Background: an optimization exercise with open tools, aiming at small area. Do not read the settings as production practice. At most, simulation tests tie the RTL to the original design; equivalence was not proved.

Design sqrt, start of the top module:
module sqrt
#(
    parameter integer D_W = 32
)
(
    input  wire                clk,
    input  wire                rst,
    input  wire                enable,
    input  wire                in_valid,
    input  wire [D_W-1:0]      qin,
    output wire                out_valid,
    output wire [(D_W>>1)-1:0] qout
);
Size: ~1300 cells after synthesis, about 53 I/O pins.
make LEC_CHECK=0 CAP_MARGIN=20 CORE_MARGIN=2 CORE_UTILIZATION=40 SLEW_MARGIN=20 finish   # period 5.0 ns
run.sh (not shown) runs the stock make flow with config.mk's settings and CLKGATE_MAP_FILE= SYNTH_SCRIPT=/design/flow/synth_recipe.tcl, a recipe that flattens the netlist after the stock synthesis.
Rerun with:
- GPL_TIMING_DRIVEN: not set -> 0
Result:
- The changed run finished clean
- critical path depth went up by 1
- synthesized cell count does not change
- area after synthesis is unchanged
- fmax went down by 1.7%
- sequential share of layout area went down by 0.33 points
Rerun with:
- CTS_BUF_LIST: not set -> sky130_fd_sc_hd__clkbuf_4
- GPL_TIMING_DRIVEN: 0 -> not set
Effect: The new run finished with timing, DRC and antenna clean. Cell count is higher by 2.5%. Core utilization is lower by 0.83 points.
Rerun with:
- ABC_AREA: not set -> 1
Result:
- setup slack improved by 200 ps
- core utilization falls by 0.32 points
- clock skew rises by 5.5 ps
- routed wire length rises by 3.6%
- cell count rises by 13%
- worst hold slack got worse by 13 ps
- fmax rises by 4.5%
- flip-flop and latch count does not change
- via count rises by 7.7%

sqrt, a different RTL version from the one above (not shown whole).
Size in the first run: about 170 flip-flops, ~13,000 um2 of cells after synthesis.
Settings: LEC_CHECK=0, CAP_MARGIN=20, CORE_MARGIN=2, CORE_UTILIZATION=60, SLEW_MARGIN=20; clock period 5.0 ns.
==> next run, changes <==
==> flow/flow/run.sh (new file) <==
#!/bin/bash
# Own layout flow: the standard ORFS flow (standard synthesis unchanged),
# with the port buffers made of the smallest buffer cell (buf_1) instead of
# the cell buffer_ports picks by default.  Every tool's output goes to
# run.log here; ORFS's per-step logs stay under orfs/logs/.
set -euo pipefail
cd "$(dirname "$0")/.."
bash standard.sh BUFFER_PORTS_ARGS="-buffer_cell sky130_fd_sc_hd__buf_1" finish > run.log 2>&1
==> flow/standard.sh (new file) <==
#!/bin/bash
# synth_recipe.tcl (not shown) runs the flow's synth.tcl, then flattens the netlist and writes it again
# the make line also repeats each setting of config.mk as NAME=value (left out here)
make -C /OpenROAD-flow-scripts/flow DESIGN_CONFIG=/design/flow/config.mk WORK_HOME=/design/flow/orfs CLKGATE_MAP_FILE= SYNTH_SCRIPT=/design/flow/synth_recipe.tcl "${@:-finish}"
Settings changed: CAP_MARGIN 20 to 0, CORE_UTILIZATION 60 to 40, CTS_BUF_LIST set to sky130_fd_sc_hd__clkbuf_8, SLEW_MARGIN 20 to 0.
removed: flow/run.sh
Effect: The new run completed without violations; worst setup slack got worse by 4.6 ps; wire length is higher by 0.85%; hold slack hardly moves.

Setup of rev 12:
sqrt, a different RTL version from the one above (not shown whole).
Size in the first run: roughly 200 flip-flops, ~53 I/O pins.
==> flow/config.mk <==
export PLATFORM = sky130hd
export DESIGN_NAME = sqrt
export DESIGN_NICKNAME = sqrt
export VERILOG_FILES = /design/flow/design.v
export SDC_FILE = /design/flow/constraint.sdc
export NUM_CORES = 4
export LEC_CHECK = 0
export CAP_MARGIN = 20
export CORE_MARGIN = 2
export CORE_UTILIZATION = 40
export SLEW_MARGIN = 20
==> flow/constraint.sdc <==
create_clock -name core_clock -period 5.0 [get_ports {clk}]
set_input_delay 1.0000 -clock core_clock [delete_from_list [all_inputs] [get_ports {clk}]]
set_output_delay 1.0000 -clock core_clock [all_outputs]
set_load 0.01 [all_outputs]
Stock flow here: none of the scripts above is used.
Rev 12: all stages done; final checks FAILED (negative setup slack).
[inputs] rev 13 vs rev 12
--- a/flow/config.mk
+++ b/flow/config.mk
@@ -7,0 +8 @@
+export ABC_CLOCK_PERIOD_IN_PS = 4000
==> comparison <==
Status for rev 13 and rev 12: no clean run. Rev 12 -> stages 100% | layout checks FAIL | negative setup slack. Reported for rev 13 and rev 12, shortest clock period the worst path allows after layout turned out identical to the last digit. Rev 12 -> rev 13: core utilization delta 0, exact match. Diff rev 12..rev 13 | later-pin clock latency in the skew report | negligible. Diff rev 13..rev 12 | setup slack | unchanged. Per the comparison of rev 13 with rev 12, hold buffer count at CTS neither gained nor lost much, worst hold slack neither gained nor lost much, global-route usage neither gained nor lost much.
No functional check of the RTL was part of any run of this note.

-- what the ideal ports hide --
In the flow no input, the clock included, has a driving cell. The finished layouts below were timed again as built, in two steps. Step 1 sets driving cells, clkbuf_16 on the clock port and buf_2 on the other inputs (assumed; they add their load-dependent delay and slew). Step 2 adds t to the input delays and takes it off the output delays; t is the mean of the earliest and latest rising clock arrival at the registers after step 1. Input paths then give back, and output paths get back, about the clock's delay inside the block. a / b / c = no drivers / after step 1 / after step 2; a / b = the first two.
run	t, ns	setup slack, ns	worst hold slack (ns)	clock arrival spread, ns
the first run of note 1	0.556	0.291 / 0.291 / 0.231	0.415 / 0.415 / 0.415	0.020 / 0.019
the second run of note 1	0.563	0.212 / 0.212 / 0.035	0.417 / 0.417 / 0.417	0.012 / 0.012
the third run of note 1	0.760	0.267 / 0.267 / 0.223	0.407 / 0.407 / 0.407	0.063 / 0.063
the fourth run of note 1	0.770	0.469 / 0.469 / 0.240	0.394 / 0.394 / 0.394	0.069 / 0.069
the first run of note 2	0.484	0.175 / 0.175 / 0.090	0.411 / 0.411 / 0.411	0.018 / 0.018
the second run of note 2	0.512	0.170 / 0.170 / 0.170	0.413 / 0.413 / 0.413	0.017 / 0.018
rev 12	0.565	-0.760 / -0.760 / -0.760	0.412 / 0.412 / 0.412	0.029 / 0.028
rev 13	0.565	-0.760 / -0.760 / -0.760	0.412 / 0.412 / 0.412	0.029 / 0.028
The setup slack of the fourth run of note 1, which loses most, moves by 0.000 ns with the drivers and by -0.229 ns with both steps.
